Context: an optimization exercise on an open-source flow, tuned for a short achievable clock period and few clock cycles. The choices shown serve that exercise and are no tape-out recipe. In this exercise RTL edits were held to simulation tests only and were not proved equivalent to the original. Power and IR drop assume default switching activity.

### config.mk
export PLATFORM = sky130hd
export DESIGN_NAME = hart
export DESIGN_NICKNAME = hart
export VERILOG_FILES = /design/flow/design.v
export SDC_FILE = /design/flow/constraint.sdc
export NUM_CORES = 4
export LEC_CHECK = 0
export CAP_MARGIN = 20
export CORE_MARGIN = 2
export CORE_UTILIZATION = 40
export SLEW_MARGIN = 20
### constraint.sdc
create_clock -name core_clock -period 9.5 [get_ports {i_clk}]
set_input_delay 1.9000 -clock core_clock [delete_from_list [all_inputs] [get_ports {i_clk}]]
set_output_delay 1.9000 -clock core_clock [all_outputs]
set_load 0.01 [all_outputs]
### run.sh
#!/bin/bash
# synth_recipe.tcl (not shown) runs the flow's synth.tcl, then flattens the netlist and writes it again
# the make line also repeats each setting of config.mk as NAME=value (left out here)
make -C /OpenROAD-flow-scripts/flow DESIGN_CONFIG=/design/flow/config.mk WORK_HOME=/design/flow/orfs CLKGATE_MAP_FILE= SYNTH_SCRIPT=/design/flow/synth_recipe.tcl finish
### design.v
`default_nettype none
module hart #(
    parameter RESET_ADDR = 32'h00000000
) (
    input  wire        i_clk,
    input  wire        i_rst,
    output wire [31:0] o_imem_raddr,
    input  wire [31:0] i_imem_rdata,
    output wire [31:0] o_dmem_addr,
    output wire        o_dmem_ren,
    output wire        o_dmem_wen,
    output wire [31:0] o_dmem_wdata,
    output wire [ 3:0] o_dmem_mask,
    input  wire [31:0] i_dmem_rdata,
    output wire        o_retire_valid,
    output wire [31:0] o_retire_inst,
    output wire        o_retire_trap,
    output wire        o_retire_halt,
    output wire [ 4:0] o_retire_rs1_raddr,
    output wire [ 4:0] o_retire_rs2_raddr,
    output wire [31:0] o_retire_rs1_rdata,
    output wire [31:0] o_retire_rs2_rdata,
    output wire [ 4:0] o_retire_rd_waddr,
    output wire [31:0] o_retire_rd_wdata,
    output wire [31:0] o_retire_dmem_addr,
    output wire        o_retire_dmem_ren,
    output wire        o_retire_dmem_wen,
    output wire [ 3:0] o_retire_dmem_mask,
    output wire [31:0] o_retire_dmem_wdata,
    output wire [31:0] o_retire_dmem_rdata,
    output wire [31:0] o_retire_pc,
    output wire [31:0] o_retire_next_pc
);
    reg [31:0] pc_f;
    reg [ 1:0] bht [0:63];
    reg        fd_valid;
    reg [31:0] fd_inst, fd_pc, fd_pc4, fd_tgt;
    reg        fd_pred;
    reg        dx_valid;
    reg [31:0] dx_a, dx_b, dx_r2, dx_const;
    reg        dx_a_fm, dx_a_fw, dx_b_fm, dx_b_fw, dx_r2_fm, dx_r2_fw;
    reg        dx_sub, dx_arith;
    reg        dx_s_add, dx_s_sll, dx_s_sr, dx_s_slt, dx_s_sltu, dx_s_xor, dx_s_or, dx_s_and, dx_s_const;
    reg        dx_is_br, dx_is_jal, dx_is_jalr, dx_is_load, dx_is_store;
    reg        dx_regwrite;
    reg [ 4:0] dx_rd;
    reg [ 2:0] dx_f3;
    reg [31:0] dx_pc, dx_pc4, dx_tgt, dx_inst;
    reg        dx_pred, dx_halt, dx_trapd;
    reg        xm_valid;
    reg [31:0] xm_rdval;
    reg [ 4:0] xm_rd;
    reg        xm_regwrite, xm_is_load, xm_is_store;
    reg [ 2:0] xm_f3;
    reg [31:0] xm_addr, xm_wdata;
    reg [ 3:0] xm_mask;
    reg        xm_ren, xm_wen;
    reg [31:0] xm_pc, xm_npc, xm_inst, xm_rs1val, xm_rs2val;
    reg        xm_halt, xm_trap;
    reg        mw_valid;
    reg [31:0] mw_rdval;
    reg [ 4:0] mw_rd;
    reg        mw_halt, mw_trap;
    reg [31:0] mw_addr, mw_wdata, mw_rdata;
    reg [ 3:0] mw_mask;
    reg        mw_ren, mw_wen;
    reg [31:0] mw_pc, mw_npc, mw_inst, mw_rs1val, mw_rs2val;
    reg        halted;
    reg [31:0] rf [1:31];
    wire redirect;
    wire [31:0] redirect_tgt;
    wire stall;
    assign o_imem_raddr = pc_f;
    wire [31:0] inst_f = i_imem_rdata;
    wire f_is_br  = (inst_f[6:0] == 7'b1100011);
    wire f_is_jal = (inst_f[6:0] == 7'b1101111);
    wire [1:0] f_ctr = bht[pc_f[7:2]];
    wire f_pred = f_is_jal | (f_is_br & f_ctr[1]);
    wire [12:0] immb_f = {inst_f[31], inst_f[7], inst_f[30:25], inst_f[11:8], 1'b0};
    wire [20:0] immj_f = {inst_f[31], inst_f[19:12], inst_f[20], inst_f[30:21], 1'b0};
    wire [13:0] lowb = {1'b0, pc_f[12:0]} + {1'b0, immb_f};
    wire [21:0] lowj = {1'b0, pc_f[20:0]} + {1'b0, immj_f};
    wire [18:0] hb0 = pc_f[31:13];
    wire [18:0] hbp = pc_f[31:13] + 19'd1;
    wire [18:0] hbm = pc_f[31:13] - 19'd1;
    wire [10:0] hj0 = pc_f[31:21];
    wire [10:0] hjp = pc_f[31:21] + 11'd1;
    wire [10:0] hjm = pc_f[31:21] - 11'd1;
    wire [18:0] hb = (lowb[13] & ~immb_f[12]) ? hbp : (~lowb[13] & immb_f[12]) ? hbm : hb0;
    wire [10:0] hj = (lowj[21] & ~immj_f[20]) ? hjp : (~lowj[21] & immj_f[20]) ? hjm : hj0;
    wire [31:0] tgt_b = {hb, lowb[12:0]};
    wire [31:0] tgt_j = {hj, lowj[20:0]};
    wire [31:0] tgt_f = f_is_jal ? tgt_j : tgt_b;
    wire [31:0] pc4_f = pc_f + 32'd4;
    always @(posedge i_clk) begin
        if (i_rst) begin
            pc_f <= RESET_ADDR;
            fd_valid <= 1'b0;
        end else if (redirect) begin
            pc_f <= redirect_tgt;
            fd_valid <= 1'b0;
        end else if (!stall) begin
            pc_f <= f_pred ? tgt_f : pc4_f;
            fd_valid <= 1'b1;
        end
    end
    always @(posedge i_clk) begin
        if (!stall) begin
            fd_inst <= inst_f;
            fd_pc   <= pc_f;
            fd_pc4  <= pc4_f;
            fd_tgt  <= tgt_f;
            fd_pred <= f_pred;
        end
    end
    wire [31:0] inst = fd_inst;
    wire [6:0] opcode = inst[6:0];
    wire [2:0] f3 = inst[14:12];
    wire [6:0] f7 = inst[31:25];
    wire [4:0] rs1 = inst[19:15];
    wire [4:0] rs2 = inst[24:20];
    wire [4:0] rd  = inst[11:7];
    wire op_opimm = (opcode == 7'b0010011);
    wire op_jalr  = (opcode == 7'b1100111);
    wire op_load  = (opcode == 7'b0000011);
    wire op_op    = (opcode == 7'b0110011);
    wire op_store = (opcode == 7'b0100011);
    wire op_br    = (opcode == 7'b1100011);
    wire op_lui   = (opcode == 7'b0110111);
    wire op_auipc = (opcode == 7'b0010111);
    wire op_jal   = (opcode == 7'b1101111);
    wire v_opimm = op_opimm & ((f3 == 3'b001) ? (f7 == 7'd0) :
                               (f3 == 3'b101) ? ((f7 == 7'b0100000) | (f7 == 7'b0000000)) : 1'b1);
    wire v_load  = op_load & (f3 != 3'b011) & (f3 != 3'b110) & (f3 != 3'b111);
    wire v_jalr  = op_jalr & (f3 == 3'b000);
    wire v_op    = op_op & ((f7 == 7'b0000000) | ((f7 == 7'b0100000) & ((f3 == 3'b000) | (f3 == 3'b101))));
    wire v_store = op_store & ((f3 == 3'b000) | (f3 == 3'b001) | (f3 == 3'b010));
    wire v_br    = op_br & (f3 != 3'b010) & (f3 != 3'b011);
    wire v_u     = op_lui | op_auipc;
    wire v_jal   = op_jal;
    wire v_ebreak = (inst == 32'h00100073);
    wire v_any   = v_opimm | v_load | v_jalr | v_op | v_store | v_br | v_u | v_jal | v_ebreak;
    wire uses_rs1 = v_op | v_opimm | v_load | v_jalr | v_store | v_br;
    wire uses_rs2 = v_op | v_store | v_br;
    wire regwrite = v_op | v_opimm | v_load | v_jalr | v_u | v_jal;
    wire [31:0] imm_i = {{21{inst[31]}}, inst[30:20]};
    wire [31:0] imm_s = {{21{inst[31]}}, inst[30:25], inst[11:7]};
    wire [31:0] imm_u = {inst[31:12], 12'd0};
    wire b_is_reg = op_op | op_br;
    wire [31:0] imm_d = op_store ? imm_s : imm_i;
    wire w_we = mw_valid & (mw_rd != 5'd0);
    wire [31:0] rf1 = rf[rs1];
    wire [31:0] rf2 = rf[rs2];
    wire [31:0] rs1_val = (rs1 == 5'd0) ? 32'd0 : (w_we & (mw_rd == rs1)) ? mw_rdval : rf1;
    wire [31:0] rs2_val = (rs2 == 5'd0) ? 32'd0 : (w_we & (mw_rd == rs2)) ? mw_rdval : rf2;
    wire ex_wr  = dx_valid & dx_regwrite & (dx_rd != 5'd0);
    wire mem_wr = xm_valid & xm_regwrite & (xm_rd != 5'd0);
    wire a_fm  = ex_wr & (dx_rd == rs1);
    wire a_fw  = ~a_fm & mem_wr & (xm_rd == rs1);
    wire r2_fm = ex_wr & (dx_rd == rs2);
    wire r2_fw = ~r2_fm & mem_wr & (xm_rd == rs2);
    assign stall = fd_valid & dx_valid & dx_is_load & (dx_rd != 5'd0) &
                   ((uses_rs1 & (dx_rd == rs1)) | (uses_rs2 & (dx_rd == rs2)));
    wire [31:0] const_d = op_lui ? imm_u :
                          op_auipc ? {fd_pc[31:12] + inst[31:12], fd_pc[11:0]} :
                          fd_pc4;
    wire is_alu = v_op | v_opimm;
    wire alu_add = (is_alu & (f3 == 3'b000)) | v_load | v_store;
    always @(posedge i_clk) begin
        if (i_rst | redirect | stall | ~fd_valid)
            dx_valid <= 1'b0;
        else
            dx_valid <= 1'b1;
    end
    always @(posedge i_clk) begin
        dx_a      <= rs1_val;
        dx_b      <= b_is_reg ? rs2_val : imm_d;
        dx_r2     <= rs2_val;
        dx_const  <= const_d;
        dx_a_fm   <= a_fm;
        dx_a_fw   <= a_fw;
        dx_b_fm   <= b_is_reg & r2_fm;
        dx_b_fw   <= b_is_reg & r2_fw;
        dx_r2_fm  <= r2_fm;
        dx_r2_fw  <= r2_fw;
        dx_sub    <= v_op & f7[5] & (f3 == 3'b000);
        dx_arith  <= f7[5];
        dx_s_add  <= alu_add;
        dx_s_sll  <= is_alu & (f3 == 3'b001);
        dx_s_slt  <= is_alu & (f3 == 3'b010);
        dx_s_sltu <= is_alu & (f3 == 3'b011);
        dx_s_xor  <= is_alu & (f3 == 3'b100);
        dx_s_sr   <= is_alu & (f3 == 3'b101);
        dx_s_or   <= is_alu & (f3 == 3'b110);
        dx_s_and  <= is_alu & (f3 == 3'b111);
        dx_s_const <= v_u | v_jal | v_jalr;
        dx_is_br   <= v_br;
        dx_is_jal  <= v_jal;
        dx_is_jalr <= v_jalr;
        dx_is_load <= v_load;
        dx_is_store <= v_store;
        dx_regwrite <= regwrite;
        dx_rd     <= regwrite ? rd : 5'd0;
        dx_f3     <= f3;
        dx_pc     <= fd_pc;
        dx_pc4    <= fd_pc4;
        dx_tgt    <= fd_tgt;
        dx_inst   <= fd_inst;
        dx_pred   <= fd_pred;
        dx_halt   <= v_ebreak;
        dx_trapd  <= ~v_any;
    end
    wire [31:0] a  = dx_a_fm  ? xm_rdval : dx_a_fw  ? mw_rdval : dx_a;
    wire [31:0] b  = dx_b_fm  ? xm_rdval : dx_b_fw  ? mw_rdval : dx_b;
    wire [31:0] r2 = dx_r2_fm ? xm_rdval : dx_r2_fw ? mw_rdval : dx_r2;
    wire [31:0] sum = a + (b ^ {32{dx_sub}}) + {31'd0, dx_sub};
    wire eq   = (a == b);
    wire lt31 = (a[30:0] < b[30:0]);
    wire lts  = (a[31] != b[31]) ? a[31] : lt31;
    wire ltu  = (a[31] != b[31]) ? b[31] : lt31;
    wire [31:0] sll = a << b[4:0];
    wire [31:0] sr  = (a >> b[4:0]) | ({32{dx_arith & a[31]}} & ~(32'hffffffff >> b[4:0]));
    wire [31:0] result = ({32{dx_s_add}}   & sum) |
                         ({32{dx_s_sll}}   & sll) |
                         ({32{dx_s_sr}}    & sr) |
                         ({32{dx_s_slt}}   & {31'd0, lts}) |
                         ({32{dx_s_sltu}}  & {31'd0, ltu}) |
                         ({32{dx_s_xor}}   & (a ^ b)) |
                         ({32{dx_s_or}}    & (a | b)) |
                         ({32{dx_s_and}}   & (a & b)) |
                         ({32{dx_s_const}} & dx_const);
    wire br_cond = dx_f3[2] ? ((dx_f3[1] ? ltu : lts) ^ dx_f3[0]) : (eq ^ dx_f3[0]);
    wire taken = dx_is_jal | (dx_is_br & br_cond);
    wire [31:0] jalr_tgt = {sum[31:1], 1'b0};
    assign redirect = dx_valid & (dx_is_jalr | (taken != dx_pred));
    wire [31:0] npc_e = dx_is_jalr ? jalr_tgt : taken ? dx_tgt : dx_pc4;
    assign redirect_tgt = npc_e;
    wire [1:0] alo = sum[1:0];
    wire [3:0] mask = (dx_f3[1:0] == 2'b00) ? (4'b0001 << alo) :
                      (dx_f3[1:0] == 2'b01) ? ((alo == 2'b00) ? 4'b0011 :
                                               (alo == 2'b10) ? 4'b1100 : 4'b0000) :
                      4'b1111;
    wire [31:0] wdata = mask[0] ? r2 :
                        mask[1] ? {r2[23:0], 8'd0} :
                        mask[2] ? {r2[15:0], 16'd0} :
                                  {r2[7:0], 24'd0};
    wire misalign = (dx_f3[1:0] == 2'b00) ? 1'b0 :
                    (dx_f3[1:0] == 2'b01) ? alo[0] : (alo != 2'b00);
    wire trapx = (misalign & (dx_is_load | dx_is_store)) |
                 (dx_is_jalr ? (sum[1:0] != 2'b00) : ((dx_is_jal | dx_is_br) & (dx_tgt[1:0] != 2'b00)));
    wire st_block = halted | (xm_valid & xm_halt) | mw_halt;
    always @(posedge i_clk) begin
        if (i_rst) begin
            xm_valid <= 1'b0;
            xm_ren   <= 1'b0;
            xm_wen   <= 1'b0;
        end else begin
            xm_valid <= dx_valid;
            xm_ren   <= dx_valid & dx_is_load;
            xm_wen   <= dx_valid & dx_is_store & ~st_block;
        end
    end
    always @(posedge i_clk) begin
        xm_rdval    <= result;
        xm_rd       <= dx_rd;
        xm_regwrite <= dx_regwrite;
        xm_is_load  <= dx_is_load;
        xm_is_store <= dx_is_store;
        xm_f3       <= dx_f3;
        xm_addr     <= {sum[31:2], 2'b00};
        xm_mask     <= mask;
        xm_wdata    <= wdata;
        xm_pc       <= dx_pc;
        xm_npc      <= npc_e;
        xm_inst     <= dx_inst;
        xm_rs1val   <= a;
        xm_rs2val   <= r2;
        xm_halt     <= dx_halt;
        xm_trap     <= dx_trapd | trapx;
    end
    integer k;
    always @(posedge i_clk) begin
        if (i_rst) begin
            for (k = 0; k < 64; k = k + 1) bht[k] <= 2'b10;
        end else if (dx_valid & dx_is_br) begin
            if (br_cond) begin
                if (bht[dx_pc[7:2]] != 2'b11) bht[dx_pc[7:2]] <= bht[dx_pc[7:2]] + 2'b01;
            end else begin
                if (bht[dx_pc[7:2]] != 2'b00) bht[dx_pc[7:2]] <= bht[dx_pc[7:2]] - 2'b01;
            end
        end
    end
    assign o_dmem_addr  = xm_addr;
    assign o_dmem_mask  = xm_mask;
    assign o_dmem_wdata = xm_wdata;
    assign o_dmem_ren   = xm_ren;
    assign o_dmem_wen   = xm_wen;
    wire [31:0] md = i_dmem_rdata;
    wire ld_uns = xm_f3[2];
    wire [7:0] ld_b = xm_mask[0] ? md[7:0] : xm_mask[1] ? md[15:8] : xm_mask[2] ? md[23:16] : md[31:24];
    wire [15:0] ld_h = xm_mask[0] ? md[15:0] : md[31:16];
    wire [31:0] ld_val = (xm_mask == 4'b1111) ? md :
                         ((xm_mask == 4'b0011) | (xm_mask == 4'b1100)) ? {{16{~ld_uns & ld_h[15]}}, ld_h} :
                         (xm_mask == 4'b0000) ? 32'd0 :
                         {{24{~ld_uns & ld_b[7]}}, ld_b};
    wire [31:0] wb_val = (xm_rd == 5'd0) ? 32'd0 : xm_is_load ? ld_val : xm_rdval;
    always @(posedge i_clk) begin
        if (i_rst) begin
            mw_valid <= 1'b0;
            mw_halt  <= 1'b0;
            mw_trap  <= 1'b0;
            halted   <= 1'b0;
        end else begin
            mw_valid <= xm_valid;
            mw_halt  <= xm_valid & xm_halt;
            mw_trap  <= xm_valid & xm_trap;
            if (mw_halt) halted <= 1'b1;
        end
    end
    always @(posedge i_clk) begin
        mw_rdval  <= wb_val;
        mw_rd     <= xm_rd;
        mw_addr   <= xm_addr;
        mw_wdata  <= xm_wdata;
        mw_rdata  <= i_dmem_rdata;
        mw_mask   <= xm_mask;
        mw_ren    <= xm_ren;
        mw_wen    <= xm_valid & xm_is_store;
        mw_pc     <= xm_pc;
        mw_npc    <= xm_npc;
        mw_inst   <= xm_inst;
        mw_rs1val <= xm_rs1val;
        mw_rs2val <= xm_rs2val;
    end
    integer j;
    always @(posedge i_clk) begin
        if (i_rst) begin
            for (j = 1; j < 32; j = j + 1) rf[j] <= 32'd0;
        end else if (w_we) begin
            rf[mw_rd] <= mw_rdval;
        end
    end
    assign o_retire_valid      = mw_valid;
    assign o_retire_inst       = mw_inst;
    assign o_retire_trap       = mw_trap;
    assign o_retire_halt       = mw_halt;
    assign o_retire_rs1_raddr  = mw_inst[19:15];
    assign o_retire_rs2_raddr  = mw_inst[24:20];
    assign o_retire_rs1_rdata  = mw_rs1val;
    assign o_retire_rs2_rdata  = mw_rs2val;
    assign o_retire_rd_waddr   = mw_rd;
    assign o_retire_rd_wdata   = mw_rdval;
    assign o_retire_dmem_addr  = mw_addr;
    assign o_retire_dmem_ren   = mw_ren;
    assign o_retire_dmem_wen   = mw_wen;
    assign o_retire_dmem_mask  = mw_mask;
    assign o_retire_dmem_wdata = mw_wdata;
    assign o_retire_dmem_rdata = mw_rdata;
    assign o_retire_pc         = mw_pc;
    assign o_retire_next_pc    = mw_npc;
endmodule
`default_nettype wire
==> impl_results.md, run 1 <==
* Post-synth top flop: edfxtp_1
* Tmin final at 6.29 ns
* # nets final at 8627
* Vias/cell at 6.07
* Flop2flop setup slack at 3.21 ns
* DRT iter0 DRCs at 10100
* Post-synth EDFFs at 1278
* Max clock buf depth at 3
* Number of synthesis warnings at 1
* Synth area leaders: edfxtp_1 (37%), dfxtp_1 (18%), mux4_2 (14%)
* Biggest regs: rf (1024), bht (128)
* Clk sink count at 2183
* Root buffer cell: clkbuf_16
* Pin count of the biggest net entering global routing at 113
* Most frequent cells in the layout: edfxtp_1 (1278), and2_1 (1017), dfxtp_1 (883), mux4_2 (666), nand2_1 (517)
* Routed WL per cell at 33.9 um
* RD Place Congestion at 0.976
* Clock Power Share at 38.6%
* Netlist cell types at 94
* Synth Area in Simple Gates at 12.1%
* Kind of path behind the tightest hold check: flop to flop
* Initial antenna violation count at 45
* Hold Path Cell Cnt at 0
* Layout Utilization at 46.5%
* Worst Setup SP: dx_a_fw$_DFF_P_
* Max Cap Viol at 0
* Critical R2R Launch: dx_a_fw$_DFF_P_
* Cell Rows at 186
* Filler Cell Count at 22731
* Setup violators final at 0
* Cells after Synth at 8133
* H-tree lvl count at 4
* DP HPWL at 274 mm
* Post-CTS Setup Inserts at 0
* First-pass GRT wire length at 558 mm
* Vias in the first global route at 70797
* DR DRC count at 0
* Worst stage delay on the critical path at 0.72 ns
* Commonest non-fill, non-tap cell in the layout: edfxtp_1
* Setup TNS at 0 ns
* Worst-Margin Slew at 1.23 ns
* Register Area at 0.0565 mm^2
* PwrDens at 197 mW/mm^2
* Die Area at 0.263 mm^2
* Placed cell areas at 0.112 mm^2
* Final hold viol count at 0
* Min-delay src: xm_npc[0]$_DFF_P_
* Synth Area in Compound Gates at 7.86%
* Remaining antenna violation count after routing at 0
* Register area share after synthesis at 54.6%
* Die W at 513 um
* Syn_area_per_cell at 12.7 um^2
* Psw at 6.52 mW
* Final Skew at 0.0733 ns
* PortBufs at 475
* Fmax at 0.159 GHz
* Top cell type's share of synthesized area at 37.1%
* Crit path DAT at 6.86 ns
* Die Span Y at 513 um
* CTS Hold Bufs at 0
* Xor and xnor area share after synthesis at 1.47%
* Slew Viols, Final at 0
* Finished Cell Area at 0.120 mm^2
* Clk slew on worst S/H paths at 0.06 ns
* Setup crit end kind: flop
* Total GRT Usage at 30.2%
* Post-synthesis cell area at 0.104 mm^2
* Max reg flops at 1024
* Relative slew slack at 18.3%
* FFs w/ async S/R, synth at 0%
* Largest reg by FF count: rf
* Peak VDD IR at 0.000218 V
* Post-CTS sizing at 0
* I/O pins at 480
* WL met3 at 39.2 mm
* CTS tree: yes
* RSZ-0062 raised after global routing: false
* WL met2 at 186 mm
* Largest area contributor in the netlist: edfxtp_1
* Initial Util at 40.3%
* Max FO, Critical Path at 24
* Layout cells sized above 1 at 16.7%
* Later-pin clock latency in the skew report at 0.93 ns
* Sw Ratio at 27.6%
* Part of the power in registers at 46.4%
* Worst path slowest cell: nor2_2
* Cell Chain, Critical Path: buf_4 -> mux2_2 -> mux2i_1 -> ha_1 -> nor4_2 -> nand4_1 -> nor4_2 -> nor3b_1 -> a221oi_2 -> and3_1 -> o21ai_2 -> buf_4 -> nor2_2 -> a21o_1
* Vias post-DR at 72729
* Met1 WL at 159 mm
* Core Region at 0.257 mm^2
* Adder-cell area share of the yosys netlist at 2.22%
* Data required time of the critical path at 10.07 ns
* Int Power at 17.1 mW
* Multi-input gate area at 0.0442 mm^2
* Num CTS Buffers at 230
* Drt pass-1 iters at 8
* Detailed Route WL at 406 mm
* P_leak at 44.4 nW
* Mux contribution to synthesized area at 18.4%
* GR Overflow Total at 0
* Largest family of logic cells by synthesized area: multiplexers
* Layout Area Growth over Synthesis at 15.6%
* Highest routed layer: met5
* Final Cycle Share at 66.2%
* Worst setup SP type: flop
* Combinational Power Share at 15.0%
* Setup CP Type: flop to flop
* Status: timing/DRC/antenna clean
* Register bit total from synthesis at 2183
* R2R depth at 14
## layout make-up
class / instances / share of cell area, %
repair buffers: 696 / 5.41
diodes: 14 / 0.0293
clock inverters: 131 / 1.06
well taps: 3384 / 3.54
inverters: 149 / 0.468
multi-input cells: 5121 / 36.9
clock buffers: 305 / 5.33
flip-flops and latches: 2183 / 47.2
## power by group through the flow
| stage | sequential, mW | clock, mW | combinational, mW |
|---|---|---|---|
| 6_report | 11.0 | 9.10 | 3.54 |
| 5_1_grt | 11.0 | 9.57 | 3.67 |
| 4_1_cts | 11.0 | 9.21 | 3.49 |
| 3_5_place_dp | 11.2 | 0 | 3.48 |
| 3_3_place_gp | 11.1 | 0 | 3.48 |
| 2_1_floorplan | 11.1 | 0 | 1.70 |
## final timing paths
kind,end
setup / recovery,bht[35][1]$_SDFFCE_PN1P_
hold / removal,mw_npc[0]$_DFF_P_
setup reg to reg,bht[35][1]$_SDFFCE_PN1P_
hold reg to reg,mw_npc[0]$_DFF_P_
## per-stage QoR
step / setup slack (ns) / cells / hold WS, ns / total power [mW]
CTS: 3.32 / 11968 / 0.320 / 23.7
global placement: 3.45 / 11531 / 0.310 / 14.6
global route: 2.95 / 11970 / 0.329 / 24.2
floorplan: 4.11 / 8168 / 0.310 / 12.8
detailed placement: 3.34 / 11532 / 0.312 / 14.6
finish: 3.21 / 11983 / 0.316 / 23.6
## synthesized netlist by cell type (22+ instances only)
library cell / count
a21oi_1: 285
nand2b_1: 33
a221oi_1: 25
buf_4: 36
o21ai_0: 286
o22ai_1: 34
clkbuf_1: 529
nand2_1: 517
edfxtp_1: 1278
a31oi_1: 43
and2_1: 1017
mux2i_1: 342
nor2_1: 499
o211ai_1: 49
nand4_1: 22
nor3_1: 75
nor2b_1: 51
a21o_1: 87
dfxtp_1: 905
o21a_1: 60
mux4_2: 666
xor2_1: 60
a211oi_1: 85
ha_1: 176
a22oi_1: 47
mux2_2: 54
a221o_1: 22
o31ai_1: 50
nand3_1: 78
inv_1: 139
buf_2: 35
buf_1: 96
xnor2_1: 114
## layer usage
layer	up-vias	GRT usage, %
met1	37024	40.4
met2	4414	47.3
met4	18	14.7
met3	803	5.52
li1	30470	-
met5	-	0
## critical path: cells and delay by family (launching register included)
family	cells	cell delay, ns
multiplexers	2	0.81
adder cells (fa/ha/maj)	1	0.36
buffers and inverters	2	0.64
flip-flops	1	0.60
AO/OA/AOI/OAI	3	0.74
AND/OR/NAND/NOR	6	2.74
## kinds of logic (layout without fill, tap and decap cells)
kind of cell	count (synthesis)	after routing
AOI/OAI and AO/OA	1243	1243
xor gates and xnor gates	174	174
adders and majority gates	182	182
buffers and inverters	864	1281
DFF	2183	2183
muxes	1063	1063
other	1	50
and+or+nand+nor	2423	2423
Testbench counts, summed over its fixed seeds: cycles 222,598.
==> inputs of run 2 (changes only) <==
--- a/design.v
+++ b/design.v
@@ -47,6 +47,8 @@
     reg [ 2:0] dx_f3;
     reg [31:0] dx_pc, dx_pc4, dx_tgt, dx_inst;
     reg        dx_pred, dx_halt, dx_trapd;
+    reg [31:0] dx_alt;
+    reg        dx_mis_static, dx_m_eq, dx_m_ne, dx_m_lt, dx_m_ge, dx_m_ltu, dx_m_geu;
     reg        xm_valid;
     reg [31:0] xm_rdval;
     reg [ 4:0] xm_rd;
@@ -207,6 +209,14 @@
         dx_tgt    <= fd_tgt;
         dx_inst   <= fd_inst;
         dx_pred   <= fd_pred;
+        dx_alt    <= fd_pred ? fd_pc4 : fd_tgt;
+        dx_mis_static <= v_jalr | (~v_br & (v_jal != fd_pred));
+        dx_m_eq   <= v_br & (((f3 == 3'b000) & ~fd_pred) | ((f3 == 3'b001) &  fd_pred));
+        dx_m_ne   <= v_br & (((f3 == 3'b000) &  fd_pred) | ((f3 == 3'b001) & ~fd_pred));
+        dx_m_lt   <= v_br & (((f3 == 3'b100) & ~fd_pred) | ((f3 == 3'b101) &  fd_pred));
+        dx_m_ge   <= v_br & (((f3 == 3'b100) &  fd_pred) | ((f3 == 3'b101) & ~fd_pred));
+        dx_m_ltu  <= v_br & (((f3 == 3'b110) & ~fd_pred) | ((f3 == 3'b111) &  fd_pred));
+        dx_m_geu  <= v_br & (((f3 == 3'b110) &  fd_pred) | ((f3 == 3'b111) & ~fd_pred));
         dx_halt   <= v_ebreak;
         dx_trapd  <= ~v_any;
     end
@@ -232,9 +242,12 @@
     wire br_cond = dx_f3[2] ? ((dx_f3[1] ? ltu : lts) ^ dx_f3[0]) : (eq ^ dx_f3[0]);
     wire taken = dx_is_jal | (dx_is_br & br_cond);
     wire [31:0] jalr_tgt = {sum[31:1], 1'b0};
-    assign redirect = dx_valid & (dx_is_jalr | (taken != dx_pred));
+    assign redirect = dx_valid & (dx_mis_static |
+                                  (dx_m_eq & eq)   | (dx_m_ne & ~eq) |
+                                  (dx_m_lt & lts)  | (dx_m_ge & ~lts) |
+                                  (dx_m_ltu & ltu) | (dx_m_geu & ~ltu));
+    assign redirect_tgt = dx_is_jalr ? jalr_tgt : dx_alt;
     wire [31:0] npc_e = dx_is_jalr ? jalr_tgt : taken ? dx_tgt : dx_pc4;
-    assign redirect_tgt = npc_e;
     wire [1:0] alo = sum[1:0];
     wire [3:0] mask = (dx_f3[1:0] == 2'b00) ? (4'b0001 << alo) :
                       (dx_f3[1:0] == 2'b01) ? ((alo == 2'b00) ? 4'b0011 :
==> flow/run.sh (new file) <==
#!/bin/bash
set -euo pipefail
bash standard.sh SETUP_SLACK_MARGIN=6.0 finish > standard_flow.log 2>&1
==> standard.sh (new file) <==
#!/bin/bash
# synth_recipe.tcl (not shown) runs the flow's synth.tcl, then flattens the netlist and writes it again
# the make line also repeats each setting of config.mk as NAME=value (left out here)
make -C /OpenROAD-flow-scripts/flow DESIGN_CONFIG=/design/flow/config.mk WORK_HOME=/design/flow/orfs CLKGATE_MAP_FILE= SYNTH_SCRIPT=/design/flow/synth_recipe.tcl "${@:-finish}"
removed: run.sh
==> run 2 against run 1 <==
Still clean on timing, DRC and antenna. Via count is 6.9% higher. Synthesized cell count is 2.8% higher. Combinational power is 35% higher. Setup slack better by 1.6 ns. Non-clock buffer count is 501 higher. First-iteration DRC count is 1.6% higher. Clock skew is 0.023 ns higher. Synthesized area is 1.2% higher. Clock power is 2.9% higher.
==> impl_results.md, run 2 <==
* Status: timing/DRC/antenna clean (unchanged)
* Setup TNS at 0 ns (unchanged)
* Count leader, synth: edfxtp_1 (unchanged)
* Register area share after synthesis at 54.6% (about the same)
* Initial Util at 40.3% (about the same)
* H-tree lvl count at 4 (unchanged)
* Post-synth EDFFs at 1278 (unchanged)
* Drt pass-1 iters at 12 (was 8)
* Die W at 516 um (was 513 um)
* P_leak at 50.0 nW (was 44.4 nW)
* GR Overflow Total at 0 (unchanged)
* Relative slew slack at 15.3% (was 18.3%)
* Setup CP Type: flop to flop (unchanged)
* Die Span Y at 516 um (was 513 um)
* Final hold viol count at 0 (unchanged)
* Synth cell count leaders: edfxtp_1 (1278), and2_1 (1015), dfxtp_1 (943) (was edfxtp_1 (1278), and2_1 (1017), dfxtp_1 (905))
* Remaining antenna violation count after routing at 0 (unchanged)
* Tmin final at 4.64 ns (was 6.29 ns)
* Max Cap Viol at 0 (unchanged)
* Root buffer cell: clkbuf_16 (unchanged)
* Flop2flop setup slack at 4.86 ns (was 3.21 ns)
* Kind of path behind the tightest hold check: flop to flop (unchanged)
* Pin count of the biggest net entering global routing at 104 (was 113)
* Post-synth top flop: edfxtp_1 (unchanged)
* Die Area at 0.266 mm^2 (was 0.263 mm^2)
* FFs w/ async S/R, synth at 0% (unchanged)
* DRT iter0 DRCs at 10264 (was 10100)
* Worst setup SP type: flop (unchanged)
* Placed cell areas at 0.115 mm^2 (was 0.112 mm^2)
* Slew Viols, Final at 0 (unchanged)
* Crit path DAT at 5.23 ns (was 6.86 ns)
* Int Power at 18.0 mW (was 17.1 mW)
* Cells after Synth at 8359 (was 8133)
* Vias post-DR at 77739 (was 72729)
* Vias/cell at 6.08 (was 6.07)
* Num CTS Buffers at 228 (was 230)
* Vias in the first global route at 75006 (was 70797)
* Largest area contributor in the netlist: edfxtp_1 (unchanged)
* Number of synthesis warnings at 1 (unchanged)
* First-pass GRT wire length at 596 mm (was 558 mm)
* Setup violators final at 0 (unchanged)
* Top cell type's share of synthesized area at 36.6% (was 37.1%)
* PwrDens at 190 mW/mm^2 (was 197 mW/mm^2)
* RSZ-0062 raised after global routing: true (was false)
* Part of the power in registers at 44.0% (was 46.4%)
* Cell Rows at 187 (was 186)
* DP HPWL at 270 mm (was 274 mm)
* Final Cycle Share at 48.9% (was 66.2%)
* I/O pins at 480 (unchanged)
* Netlist cell types at 90 (was 94)
* Later-pin clock latency in the skew report at 0.93 ns (about the same)
* Max clock buf depth at 3 (unchanged)
* Worst-Margin Slew at 1.26 ns (was 1.23 ns)
* Largest reg by FF count: rf (unchanged)
* Combinational Power Share at 18.9% (was 15.0%)
* Syn_area_per_cell at 12.5 um^2 (was 12.7 um^2)
* Finished Cell Area at 0.133 mm^2 (was 0.120 mm^2)
* Setup crit end kind: flop (unchanged)
* Peak VDD IR at 0.000174 V (was 0.000218 V)
* Final Skew at 0.0960 ns (was 0.0733 ns)
* Max reg flops at 1024 (unchanged)
* Synth area leaders: edfxtp_1 (37%), dfxtp_1 (18%), mux4_2 (14%) (unchanged)
* Max FO, Critical Path at 8 (was 24)
* Data required time of the critical path at 10.09 ns (was 10.07 ns)
* Clk sink count at 2221 (was 2183)
* Total GRT Usage at 32.0% (was 30.2%)
* Layout Area Growth over Synthesis at 27.0% (was 15.6%)
* Commonest non-fill, non-tap cell in the layout: edfxtp_1 (unchanged)
* R2R depth at 19 (was 14)
* Min-delay src: xm_inst[25]$_DFF_P_ (was xm_npc[0]$_DFF_P_)
* RD Place Congestion at 1.00 (was 0.976)
* Clock Power Share at 37.1% (was 38.6%)
* Hold Path End: mw_inst[25]$_DFF_P_ (was mw_npc[0]$_DFF_P_)
* Reg2reg end: bht[47][1]$_SDFFCE_PN1P_ (was bht[35][1]$_SDFFCE_PN1P_)
* Clk slew on worst S/H paths at 0.07 ns (was 0.06 ns)
* # nets final at 9325 (was 8627)
* DR DRC count at 0 (unchanged)
* Fmax at 0.215 GHz (was 0.159 GHz)
* PortBufs at 475 (unchanged)
* CTS tree: yes (unchanged)
* Hold Path Cell Cnt at 0 (unchanged)
* Core Region at 0.260 mm^2 (was 0.257 mm^2)
* Critical R2R Launch: dx_b_fw$_DFF_P_ (was dx_a_fw$_DFF_P_)
* Post-synthesis cell area at 0.105 mm^2 (was 0.104 mm^2)
* Layout cells sized above 1 at 30.9% (was 16.7%)
* Initial antenna violation count at 41 (was 45)
* Routed WL per cell at 34.3 um (was 33.9 um)
* Psw at 7.27 mW (was 6.52 mW)
* Biggest regs: rf (1024), bht (128) (unchanged)
* Detailed Route WL at 438 mm (was 406 mm)
* Most frequent cells in the layout: edfxtp_1 (1278), and2_1 (1013), dfxtp_1 (832), mux4_2 (650), nand2_1 (523) (was edfxtp_1 (1278), and2_1 (1017), dfxtp_1 (883), mux4_2 (666), nand2_1 (517))
* Register bit total from synthesis at 2221 (was 2183)
* Sw Ratio at 28.8% (was 27.6%)
==> run 2: cell types whose count changed after synthesis, sizes merged, moves of 20 or more <==
| cell | previous run | this run |
|---|---|---|
| a21o | 87 | 56 |
| nand2 | 517 | 605 |
| nor2 | 503 | 467 |
| a211oi | 85 | 115 |
| dfxtp | 905 | 943 |
| mux2 | 55 | 75 |
| clkbuf | 545 | 582 |
| o31ai | 51 | 12 |
| nand3 | 79 | 213 |
==> run 2: power groups by stage <==
stage	Sequential (mW)	Clock (mW)	Combinational [mW]
2_1_floorplan	11.3	0	1.88
4_1_cts	11.1	9.44	4.37
3_3_place_gp	11.3	0	3.71
3_5_place_dp	11.4	0	3.72
5_1_grt	11.2	9.78	4.89
6_report	11.1	9.36	4.77
==> run 2: per-layer routing <==
layer	share of wire (%)	track usage [%]	routed length, um	vias up
met1	38	41.1	164000	39705
met4	7.3	19.4	31800	2
met2	45	49.6	197000	4840
met3	10	6.70	44900	991
met5	0.0021	0	9	-
li1	-	-	-	32201
==> run 2: critical path, cell delays in order (launching register included) <==
cell     delay (ns)
dfxtp_4        0.47
buf_6          0.15
mux2_4         0.32
mux2i_4        0.24
buf_12         0.15
ha_4           0.20
or4_4          0.53
nor2_4         0.12
nand2_2        0.08
nor3_4         0.40
nor2_2         0.11
a31oi_4        0.23
xor2_4         0.18
buf_12         0.15
mux2i_4        0.26
buf_12         0.16
buf_12         0.14
buf_16         0.17
nand3_2        0.10
nand2_2        0.14
==> run 2: how the worst max path moves through the flow <==
stage                startpoint                       end  slack, ns  cells after the start
6_report        dx_b_fw$_DFF_P_  bht[47][1]$_SDFFCE_PN1P_       4.86                     19
5_1_grt         dx_b_fw$_DFF_P_  bht[54][0]$_SDFFCE_PN0P_       4.84                     19
4_1_cts         dx_a_fw$_DFF_P_  bht[22][1]$_SDFFCE_PN1P_       5.05                     19
3_5_place_dp    dx_a_fw$_DFF_P_  bht[50][1]$_SDFFCE_PN1P_       2.90                     16
3_3_place_gp    dx_a_fw$_DFF_P_   bht[3][0]$_SDFFCE_PN0P_       2.88                     17
2_1_floorplan  i_imem_rdata[21]     pc_f[30]$_SDFFE_PP0N_       5.17                     13
==> run 2: repair_timing <==
item,4_1_cts,5_1_grt
gates resized for setup,1747,327
endpoints found under the setup margin,1337,546
buffers inserted,325,99
pin swaps,161,96
endpoints found under the hold margin,0,0
hold buffers,0,0
cloned,54,12
==> run 2: area by class of cell <==
cell class                 instances  area, um^2
antenna                           16        40.0
fill                           22027      127000
clock inverter                   119        1410
timing repair buffer            1197       13000
sequential                      2221       57600
multi-input combinational       5277       49700
inverter                         154         614
tap                             3496        4370
clock buffer                     309        6460
==> run 2: cell families after synthesis <==
kind of cell             count (synthesis)  synth area share, %
AO/OA/AOI/OAI                         1180                 7.26
multiplexers                          1084                 18.2
adder cells (fa/ha/maj)                181                 2.19
XOR/XNOR                               184                 1.54
AND/OR/NAND/NOR                       2604                 12.7
buffers and inverters                  904                 3.46
flip-flops                            2221                 54.6
other                                    1              0.00358
==> run 2: per-stage QoR <==
stage	util, %	hold WS (ns)	instances	total power, mW	setup slack, ns
floorplan	-	0.310	8394	13.1	5.17
global placement	44.2	0.311	11854	15.1	2.88
detailed placement	44.2	0.312	11855	15.1	2.90
CTS	50.2	0.302	12662	24.9	5.05
global route	51.2	0.302	12775	25.8	4.84
finish	51.2	0.301	12789	25.3	4.86
Testbench counts of run 2, summed over its fixed seeds: cycles 222,598.
==> inputs of run 3 (changes only) <==
==> run.sh (new file) <==
#!/bin/bash
# synth_recipe.tcl (not shown) runs the flow's synth.tcl, then flattens the netlist and writes it again
# the make line also repeats each setting of config.mk as NAME=value (left out here)
make -C /OpenROAD-flow-scripts/flow DESIGN_CONFIG=/design/flow/config.mk WORK_HOME=/design/flow/orfs CLKGATE_MAP_FILE= SYNTH_SCRIPT=/design/flow/synth_recipe.tcl finish
--- a/config.mk
+++ b/config.mk
@@ -8,4 +8,5 @@
 export CAP_MARGIN = 20
 export CORE_MARGIN = 2
 export CORE_UTILIZATION = 40
+export SETUP_SLACK_MARGIN = 5
 export SLEW_MARGIN = 20
removed: flow/run.sh
removed: standard.sh
==> run 3 against run 2 <==
Critical endpoint is now bht[48][1]$_SDFFCE_PN1P_. Flip-flop and latch count unchanged. Still clean. Maximum frequency decreased by 1.4%. Final cell count decreased by 2.7%. Wire length decreased by 7.6%. Critical path type unchanged. Die area unchanged.
==> impl_results.md, run 3 <==
* Status: timing/DRC/antenna clean (unchanged)
* Slew Viols, Final at 0 (unchanged)
* Worst setup SP type: flop (unchanged)
* Vias in the first global route at 72823 (was 75006)
* Number of synthesis warnings at 1 (unchanged)
* Register Area at 0.0573 mm^2 (was 0.0576 mm^2)
* RD Place Congestion at 0.992 (was 1.00)
* Min-delay src: xm_inst[8]$_DFF_P_ (was xm_inst[25]$_DFF_P_)
* Multi-input gate area at 0.0466 mm^2 (was 0.0497 mm^2)
* Routed WL per cell at 32.5 um (was 34.3 um)
* Register bit total from synthesis at 2221 (unchanged)
* H-tree lvl count at 4 (unchanged)
* Flop2flop setup slack at 4.79 ns (was 4.86 ns)
* Remaining antenna violation count after routing at 0 (unchanged)
* Max FO, Critical Path at 8 (unchanged)
* Post-synth top flop: edfxtp_1 (unchanged)
* Largest reg by FF count: rf (unchanged)
* Post-synthesis cell area at 0.105 mm^2 (unchanged)
* Max clock buf depth at 3 (unchanged)
* Setup TNS at 0 ns (unchanged)
* DR DRC count at 0 (unchanged)
* Cells after Synth at 8359 (unchanged)
* Final hold viol count at 0 (unchanged)
* Largest area contributor in the netlist: edfxtp_1 (unchanged)
* Setup crit end kind: flop (unchanged)
* CTS tree: yes (unchanged)
* Synth cell count leaders: edfxtp_1 (1278), and2_1 (1015), dfxtp_1 (943) (unchanged)
* Max Cap Viol at 0 (unchanged)
* Final Cycle Share at 49.5% (was 48.9%)
* RSZ-0062 raised after global routing: true (unchanged)
* Worst path slowest cell: or4_4 (unchanged)
* Most frequent cells in the layout: edfxtp_1 (1278), and2_1 (1015), dfxtp_1 (916), mux4_2 (650), nand2_1 (546) (was edfxtp_1 (1278), and2_1 (1013), dfxtp_1 (832), mux4_2 (650), nand2_1 (523))
* Detailed Route WL at 405 mm (was 438 mm)
* GR Overflow Total at 0 (unchanged)
* Filler Cell Count at 22741 (was 22027)
* Hold Path End: mw_inst[8]$_DFF_P_ (was mw_inst[25]$_DFF_P_)
* Peak VDD IR at 0.000180 V (was 0.000174 V)
* Setup violators final at 0 (unchanged)
* First-pass GRT wire length at 560 mm (was 596 mm)
* Register area share after synthesis at 54.6% (unchanged)
* Netlist cell types at 90 (unchanged)
* DP HPWL at 260 mm (was 270 mm)
* Total GRT Usage at 29.7% (was 32.0%)
* Later-pin clock latency in the skew report at 0.91 ns (was 0.93 ns)
* Worst-Margin Slew at 1.21 ns (was 1.26 ns)
* Post-synth EDFFs at 1278 (unchanged)
* Power Total at 24.4 mW (was 25.3 mW)
* FFs w/ async S/R, synth at 0% (unchanged)
* CP dominant cell by count: buf_12 (unchanged)
* Drt pass-1 iters at 7 (was 12)
* # nets final at 8985 (was 9325)
* P_leak at 46.0 nW (was 50.0 nW)
* Max reg flops at 1024 (unchanged)
* Hold Path Cell Cnt at 0 (unchanged)
* Final Skew at 0.101 ns (was 0.0960 ns)
* Top cell type's share of synthesized area at 36.6% (unchanged)
* Clk sink count at 2221 (unchanged)
* Biggest regs: rf (1024), bht (128) (unchanged)
* Num CTS Buffers at 226 (was 228)
* PortBufs at 475 (unchanged)
* Worst stage delay on the critical path at 0.51 ns (was 0.53 ns)
* Root buffer cell: clkbuf_16 (unchanged)
* I/O pins at 480 (unchanged)
* Initial antenna violation count at 34 (was 41)
* Die Span Y at 516 um (unchanged)
* DRT iter0 DRCs at 9426 (was 10264)
* Layout Area Growth over Synthesis at 19.4% (was 27.0%)
* Layout cells sized above 1 at 21.5% (was 30.9%)
* Layout Utilization at 48.1% (was 51.2%)
* Reg2reg end: bht[48][1]$_SDFFCE_PN1P_ (was bht[47][1]$_SDFFCE_PN1P_)
* Syn_area_per_cell at 12.5 um^2 (unchanged)
* Pin count of the biggest net entering global routing at 111 (was 104)
* Tmin final at 4.71 ns (was 4.64 ns)
* Commonest non-fill, non-tap cell in the layout: edfxtp_1 (unchanged)
* Vias/cell at 5.98 (was 6.08)
* Clk slew on worst S/H paths at 0.06 ns (was 0.07 ns)
* Critical R2R Launch: dx_a_fw$_DFF_P_ (was dx_b_fw$_DFF_P_)
* Initial Util at 40.3% (unchanged)
* Die Area at 0.266 mm^2 (unchanged)
* Kind of path behind the tightest hold check: flop to flop (unchanged)
* Relative slew slack at 18.0% (was 15.3%)
* Die W at 516 um (unchanged)
* Data required time of the critical path at 10.03 ns (was 10.09 ns)
* Count leader, synth: edfxtp_1 (unchanged)
* PwrDens at 195 mW/mm^2 (was 190 mW/mm^2)
* Cell Chain, Critical Path: buf_12 -> buf_6 -> mux2i_1 -> o21a_2 -> buf_4 -> ha_4 -> or4_4 -> nand2b_4 -> buf_4 -> nor3_4 -> nor2_1 -> a31oi_4 -> xor2_4 -> mux2i_4 -> buf_12 -> buf_12 -> buf_16 -> nand3_2 -> nand2_2 (was buf_6 -> mux2_4 -> mux2i_4 -> buf_12 -> ha_4 -> or4_4 -> nor2_4 -> nand2_2 -> nor3_4 -> nor2_2 -> a31oi_4 -> xor2_4 -> buf_12 -> mux2i_4 -> buf_12 -> buf_12 -> buf_16 -> nand3_2 -> nand2_2)
* Core Region at 0.260 mm^2 (unchanged)
* Crit path DAT at 5.24 ns (was 5.23 ns)
* Vias post-DR at 74386 (was 77739)
* R2R depth at 19 (unchanged)
* Cell Rows at 187 (unchanged)
* Synth area leaders: edfxtp_1 (37%), dfxtp_1 (18%), mux4_2 (14%) (unchanged)
* Setup CP Type: flop to flop (unchanged)
* Fmax at 0.213 GHz (was 0.215 GHz)
## run 3: what timing repair did
action / 4_1_cts / 5_1_grt
hold endpoints to repair: 0 / 0
endpoints found under the setup margin: 381 / 301
resized for setup: 331 / 195
setup buffers: 80 / 53
gates cloned: 16 / 5
hold buffers: 0 / 0
pin swaps: 35 / 39
## run 3: kinds of logic (layout without fill, tap and decap cells)
kind of cell               after synthesis  after routing  synth area share, %
DFF                                   2221           2221                 54.6
AOI/OAI and AO/OA                     1180           1180                 7.26
buffers and inverters                  904           1440                 3.46
xor gates and xnor gates               184            184                 1.54
other                                    1             53              0.00358
adders and majority gates              181            181                 2.19
and+or+nand+nor                       2604           2606                 12.7
muxes                                 1084           1085                 18.2
## run 3: worst max-delay path by stage
stage,startpoint,to,cells past startpoint
3_3_place_gp,dx_a_fm$_DFF_P_,bht[11][1]$_SDFFCE_PN1P_,14
2_1_floorplan,i_rst,rf[28][0]$_SDFFCE_PN0P_,4
5_1_grt,dx_a_fw$_DFF_P_,bht[6][1]$_SDFFCE_PN1P_,19
4_1_cts,dx_b_fw$_DFF_P_,bht[14][1]$_SDFFCE_PN1P_,19
3_5_place_dp,dx_a_fm$_DFF_P_,bht[34][1]$_SDFFCE_PN1P_,14
6_report,dx_a_fw$_DFF_P_,bht[48][1]$_SDFFCE_PN1P_,19
## run 3: power breakdown
part | switching [mW] | internal (mW) | total [mW]
combinational | 2.45 | 1.69 | 4.14
sequential | 0.387 | 10.8 | 11.2
clock | 4.02 | 5.06 | 9.09
## run 3: per-stage QoR
| stage | setup slack (ns) | std cells | hold slack [ns] | instance area, um^2 |
|---|---|---|---|---|
| floorplan | 4.17 | 8394 | 0.310 | 105000 |
| global placement | 2.93 | 11853 | 0.310 | 114000 |
| detailed placement | 2.79 | 11853 | 0.312 | 114000 |
| CTS | 4.91 | 12371 | 0.306 | 124000 |
| global route | 4.71 | 12435 | 0.299 | 125000 |
| finish | 4.79 | 12446 | 0.307 | 125000 |
## run 3: area by class of cell
| cell class | instances | share of cell area, % |
|---|---|---|
| antenna | 17 | 0.0340 |
| multi-input combinational | 5272 | 37.2 |
| clock buffer | 301 | 5.05 |
| inverter | 154 | 0.489 |
| timing repair buffer | 864 | 6.87 |
| tap | 3496 | 3.50 |
| clock inverter | 121 | 1.00 |
| sequential | 2221 | 45.8 |
## run 3: metal layers
| metal | track usage [%] | routed length [um] | vias up | part of all wire [%] |
|---|---|---|---|---|
| li1 | - | - | 31448 | - |
| met1 | 38.2 | 155000 | 37924 | 38 |
| met2 | 47.1 | 185000 | 4088 | 46 |
| met3 | 5.52 | 36400 | 914 | 9.0 |
| met4 | 17.2 | 27900 | 12 | 6.9 |
| met5 | 0 | 68 | - | 0.017 |
## run 3: worst max-delay path: cells and delay by family, from the launching register on
kind / cells / cell delay (ns)
and+or+nand+nor: 6 / 1.24
buffers and inverters: 7 / 1.11
muxes: 2 / 0.52
AOI/OAI and AO/OA: 2 / 0.49
DFF: 1 / 0.42
xor gates and xnor gates: 1 / 0.34
adders and majority gates: 1 / 0.19
==> inputs of run 4 (changes only) <==
--- a/design.v
+++ b/design.v
@@ -291,15 +291,23 @@
         xm_halt     <= dx_halt;
         xm_trap     <= dx_trapd | trapx;
     end
+    reg       bu_valid, bu_taken;
+    reg [5:0] bu_idx;
+    always @(posedge i_clk) begin
+        if (i_rst) bu_valid <= 1'b0;
+        else       bu_valid <= dx_valid & dx_is_br;
+        bu_taken <= br_cond;
+        bu_idx   <= dx_pc[7:2];
+    end
     integer k;
     always @(posedge i_clk) begin
         if (i_rst) begin
             for (k = 0; k < 64; k = k + 1) bht[k] <= 2'b10;
-        end else if (dx_valid & dx_is_br) begin
-            if (br_cond) begin
-                if (bht[dx_pc[7:2]] != 2'b11) bht[dx_pc[7:2]] <= bht[dx_pc[7:2]] + 2'b01;
+        end else if (bu_valid) begin
+            if (bu_taken) begin
+                if (bht[bu_idx] != 2'b11) bht[bu_idx] <= bht[bu_idx] + 2'b01;
             end else begin
-                if (bht[dx_pc[7:2]] != 2'b00) bht[dx_pc[7:2]] <= bht[dx_pc[7:2]] - 2'b01;
+                if (bht[bu_idx] != 2'b00) bht[bu_idx] <= bht[bu_idx] - 2'b01;
             end
         end
     end
==> flow/run.sh (new file) <==
#!/bin/bash
set -euo pipefail
bash standard.sh SETUP_SLACK_MARGIN=6.0 finish > standard_flow.log 2>&1
==> standard.sh (new file) <==
#!/bin/bash
# synth_recipe.tcl (not shown) runs the flow's synth.tcl, then flattens the netlist and writes it again
# the make line also repeats each setting of config.mk as NAME=value (left out here)
make -C /OpenROAD-flow-scripts/flow DESIGN_CONFIG=/design/flow/config.mk WORK_HOME=/design/flow/orfs CLKGATE_MAP_FILE= SYNTH_SCRIPT=/design/flow/synth_recipe.tcl "${@:-finish}"
--- a/config.mk
+++ b/config.mk
@@ -8,5 +8,4 @@
 export CAP_MARGIN = 20
 export CORE_MARGIN = 2
 export CORE_UTILIZATION = 40
-export SETUP_SLACK_MARGIN = 5
 export SLEW_MARGIN = 20
removed: run.sh
==> run 4 against run 3 <==
Setup slack better by 0.22 ns. Clock power is 5.4% higher. Sequential share of layout area is 2.9 points lower. Critical path type unchanged. Highest routed layer unchanged.
==> impl_results.md, run 4 <==
* PortBufs at 475 (unchanged)
* Register bit total from synthesis at 2223 (was 2221)
* Max FO, Critical Path at 16 (was 8)
* DP HPWL at 277 mm (was 260 mm)
* Clk slew on worst S/H paths at 0.07 ns (was 0.06 ns)
* Max clock buf depth at 4 (was 3)
* Post-synth top flop: edfxtp_1 (unchanged)
* RSZ-0062 raised after global routing: true (unchanged)
* Data required time of the critical path at 10.23 ns (was 10.03 ns)
* Total GRT Usage at 33.8% (was 29.7%)
* Vias/cell at 6.24 (was 5.98)
* Initial Util at 40.1% (was 40.3%)
* Fmax at 0.223 GHz (was 0.213 GHz)
* Detailed Route WL at 468 mm (was 405 mm)
* Multi-input gate area at 0.0492 mm^2 (was 0.0466 mm^2)
* I/O pins at 480 (unchanged)
* # nets final at 9317 (was 8985)
* Relative slew slack at 6.56% (was 18.0%)
* Met1 Usage GRT at 44.1% (was 38.2%)
* Die Area at 0.267 mm^2 (was 0.266 mm^2)
* Most frequent cells in the layout: edfxtp_1 (1278), and2_1 (1016), dfxtp_1 (821), mux4_2 (673), nand2_1 (474) (was edfxtp_1 (1278), and2_1 (1015), dfxtp_1 (916), mux4_2 (650), nand2_1 (546))
* GR Overflow Total at 0 (unchanged)
* CTS Hold Bufs at 0 (unchanged)
* CP dominant cell by count: buf_4 (was buf_12)
* Layout Utilization at 51.3% (was 48.1%)
* Cell Rows at 188 (was 187)
* Filler Cell Count at 22043 (was 22741)
* Worst setup SP type: flop (unchanged)
* Core Region at 0.262 mm^2 (was 0.260 mm^2)
* Post-synthesis cell area at 0.105 mm^2 (about the same)
* Die Span Y at 517 um (was 516 um)
* Setup crit end kind: flop (unchanged)
* Setup TNS at 0 ns (unchanged)
* Synth area leaders: edfxtp_1 (36%), dfxtp_1 (18%), mux4_2 (14%) (was edfxtp_1 (37%), dfxtp_1 (18%), mux4_2 (14%))
* FFs w/ async S/R, synth at 0% (unchanged)
* Setup violators final at 0 (unchanged)
* Worst-Margin Slew at 1.40 ns (was 1.21 ns)
* Netlist cell types at 100 (was 90)
* Status: timing/DRC/antenna clean (unchanged)
* First-pass GRT wire length at 625 mm (was 560 mm)
* Post-synth EDFFs at 1278 (unchanged)
* GRT busiest layer: met2 (unchanged)
* Layout Area Growth over Synthesis at 27.8% (was 19.4%)
* CTS tree: yes (unchanged)
* Slew Viols, Final at 0 (unchanged)
* Crit path DAT at 5.22 ns (was 5.24 ns)
* Setup CP Type: flop to flop (unchanged)
* Cells after Synth at 8209 (was 8359)
* Remaining antenna violation count after routing at 0 (unchanged)
* P_leak at 51.2 nW (was 46.0 nW)
* Commonest non-fill, non-tap cell in the layout: edfxtp_1 (unchanged)
* Register Area at 0.0577 mm^2 (was 0.0573 mm^2)
* Peak VDD IR at 0.000174 V (was 0.000180 V)
* Later-pin clock latency in the skew report at 0.96 ns (was 0.91 ns)
* Kind of path behind the tightest hold check: flop to flop (unchanged)
* Top cell type's share of synthesized area at 36.5% (was 36.6%)
* H-tree lvl count at 4 (unchanged)
* Max reg flops at 1024 (unchanged)
* Met3 Use GR at 9.59% (was 5.52%)
* Largest area contributor in the netlist: edfxtp_1 (unchanged)
* Final Skew at 0.0744 ns (was 0.101 ns)
* Final hold viol count at 0 (unchanged)
* Worst stage delay on the critical path at 0.44 ns (was 0.51 ns)
* Vias post-DR at 80030 (was 74386)
* RD Place Congestion at 1.01 (was 0.992)
* Largest reg by FF count: rf (unchanged)
* Routed WL per cell at 36.5 um (was 32.5 um)
* Biggest regs: rf (1024), bht (128) (unchanged)
* Count leader, synth: edfxtp_1 (unchanged)
* Clk sink count at 2223 (was 2221)
* Drt pass-1 iters at 8 (was 7)
* Die W at 517 um (was 516 um)
* Syn_area_per_cell at 12.8 um^2 (was 12.5 um^2)
* Num CTS Buffers at 240 (was 226)
* GR Util met2 at 50.3% (was 47.1%)
* Final Cycle Share at 47.2% (was 49.5%)
* Initial antenna violation count at 63 (was 34)
* PwrDens at 186 mW/mm^2 (was 195 mW/mm^2)
* Tmin final at 4.49 ns (was 4.71 ns)
* Register area share after synthesis at 54.5% (was 54.6%)
* Max Cap Viol at 0 (unchanged)
* DRT iter0 DRCs at 11927 (was 9426)
* Number of synthesis warnings at 1 (unchanged)
* DR DRC count at 0 (unchanged)
* Cell Chain, Critical Path: buf_16 -> mux2i_1 -> o21a_2 -> buf_4 -> buf_4 -> inv_1 -> ha_1 -> a221oi_1 -> nor2_1 -> nor4_2 -> buf_4 -> a31oi_4 -> mux2_4 -> o31a_4 -> buf_6 -> buf_16 -> a211oi_4 -> a311oi_4 (was buf_12 -> buf_6 -> mux2i_1 -> o21a_2 -> buf_4 -> ha_4 -> or4_4 -> nand2b_4 -> buf_4 -> nor3_4 -> nor2_1 -> a31oi_4 -> xor2_4 -> mux2i_4 -> buf_12 -> buf_12 -> buf_16 -> nand3_2 -> nand2_2)
* Worst path slowest cell: o31a_4 (was or4_4)
* Layout cells sized above 1 at 31.0% (was 21.5%)
* Synth cell count leaders: edfxtp_1 (1278), and2_1 (1024), dfxtp_1 (945) (was edfxtp_1 (1278), and2_1 (1015), dfxtp_1 (943))
* Pin count of the biggest net entering global routing at 91 (was 111)
* Vias in the first global route at 75666 (was 72823)
* Root buffer cell: clkbuf_16 (unchanged)
-- run 4: changes by cell type after synthesis, sizes merged, moves of 25 or more --
| cell | before | now |
|---|---|---|
| o31ai | 12 | 37 |
| a21o | 56 | 100 |
| nand2 | 605 | 549 |
| or2 | 11 | 50 |
| nand3 | 213 | 74 |
| a22oi | 50 | 23 |
| nor3 | 81 | 107 |
| o21ai | 311 | 240 |
| clkbuf | 582 | 551 |
| nor2 | 467 | 419 |
-- run 4: cells by family after synthesis --
| family | share of synthesized area (%) |
|---|---|
| other cells | 0.00357 |
| simple gates | 12.3 |
| xor+xnor | 1.50 |
| mux | 18.8 |
| flops | 54.5 |
| fa+ha+maj | 2.18 |
| buf+inv | 3.40 |
| compound gates | 7.33 |
-- run 4: worst max-delay path, delay by kind of cell, from the launching register on --
| kind | cells | cell delay, ns |
|---|---|---|
| AOI/OAI and AO/OA | 6 | 1.34 |
| buffers and inverters | 7 | 1.21 |
| adders and majority gates | 1 | 0.27 |
| DFF | 1 | 0.41 |
| muxes | 2 | 0.55 |
| and+or+nand+nor | 2 | 0.46 |
-- run 4: worst paths after layout --
| path | end | slack, ns | startpoint | cells after the start |
|---|---|---|---|---|
| max | pc_f[6]$_SDFFE_PP0N_ | 5.01 | dx_a_fw$_DFF_P_ | 18 |
| min reg2reg | mw_inst[31]$_DFF_P_ | 0.27 | xm_inst[31]$_DFF_P_ | 0 |
| max reg2reg | pc_f[6]$_SDFFE_PP0N_ | 5.01 | dx_a_fw$_DFF_P_ | 18 |
| min | mw_inst[31]$_DFF_P_ | 0.27 | xm_inst[31]$_DFF_P_ | 0 |
-- run 4: through the flow --
stage | instances | setup slack (ns) | hold WS, ns | area, um^2 | total power [mW]
2_1_floorplan | 8244 | 5.22 | 0.310 | 107000 | 13.1
3_3_place_gp | 11701 | 3.74 | 0.311 | 114000 | 14.9
3_5_place_dp | 11702 | 3.74 | 0.312 | 114000 | 14.9
4_1_cts | 12636 | 5.16 | 0.292 | 131000 | 24.7
5_1_grt | 12788 | 4.94 | 0.296 | 134000 | 25.5
6_report | 12820 | 5.01 | 0.272 | 134000 | 25.0
-- run 4: final cells by class --
type | instances | share of cell area [%]
repair buffers | 1280 | 10.9
multi-input cells | 5182 | 36.6
flip-flops and latches | 2223 | 42.9
repair inverters | 1 | 0.00372
clock inverters | 134 | 0.978
inverters | 142 | 0.432
well taps | 3515 | 3.27
diodes | 35 | 0.0651
clock buffers | 308 | 4.90
-- run 4: per-layer routing --
metal	vias to the layer above	routed length, um
met4	42	33500
met3	1349	59400
met2	5999	203000
met1	40474	172000
li1	32166	-
met5	-	254
-- run 4: what timing repair did --
action | 4_1_cts | 5_1_grt
buffers inserted | 399 | 140
gates cloned | 93 | 9
endpoints found under the setup margin | 2124 | 801
gates resized for setup | 1720 | 414
pin swaps | 135 | 161
-- run 4: where the power goes --
group          internal [mW]  leakage (nW)  switching [mW]
Clock                   5.47          3.89            4.12
Combinational           1.72          26.3            2.49
Sequential              10.8          21.0           0.400
Total                   18.0          51.2            7.00
Testbench counts of run 4, summed over its fixed seeds: cycles 222,598.

[port drivers added, routing unchanged]
How much do the figures lean on ideal ports? The routed layouts below were timed once more, with nothing changed but the port constraints.
Step 1 (the two cells are an assumption about what drives the block):
set clk [get_ports {i_clk}]
set_driving_cell -lib_cell sky130_fd_sc_hd__clkbuf_16 $clk
set_driving_cell -lib_cell sky130_fd_sc_hd__buf_2 [delete_from_list [all_inputs] $clk]
Step 2 also shifts input and output timing later by t, the mid clock arrival at the registers, as if the neighbouring blocks saw the same clock.
a / b / c = ideal / step 1 / step 2; a / b = the first two.
| run | t, ns | setup slack, ns | clock arrival spread, ns | slew at the worst register clock pin (ns) |
|---|---|---|---|---|
| run 1 | 0.990 | 3.212 / 3.212 / 3.212 | 0.074 / 0.073 | 0.07 / 0.07 |
| run 2 | 0.982 | 4.859 / 4.859 / 4.254 | 0.105 / 0.105 | 0.08 / 0.08 |
| run 3 | 0.960 | 4.794 / 4.794 / 4.049 | 0.103 / 0.103 | 0.08 / 0.08 |
| run 4 | 1.014 | 5.014 / 5.014 / 4.544 | 0.079 / 0.079 | 0.07 / 0.07 |
After both steps setup and hold are still met in every run listed. For run 3, which loses most, drivers alone change the setup slack by 0.000 ns; drivers and shift together by -0.745 ns.
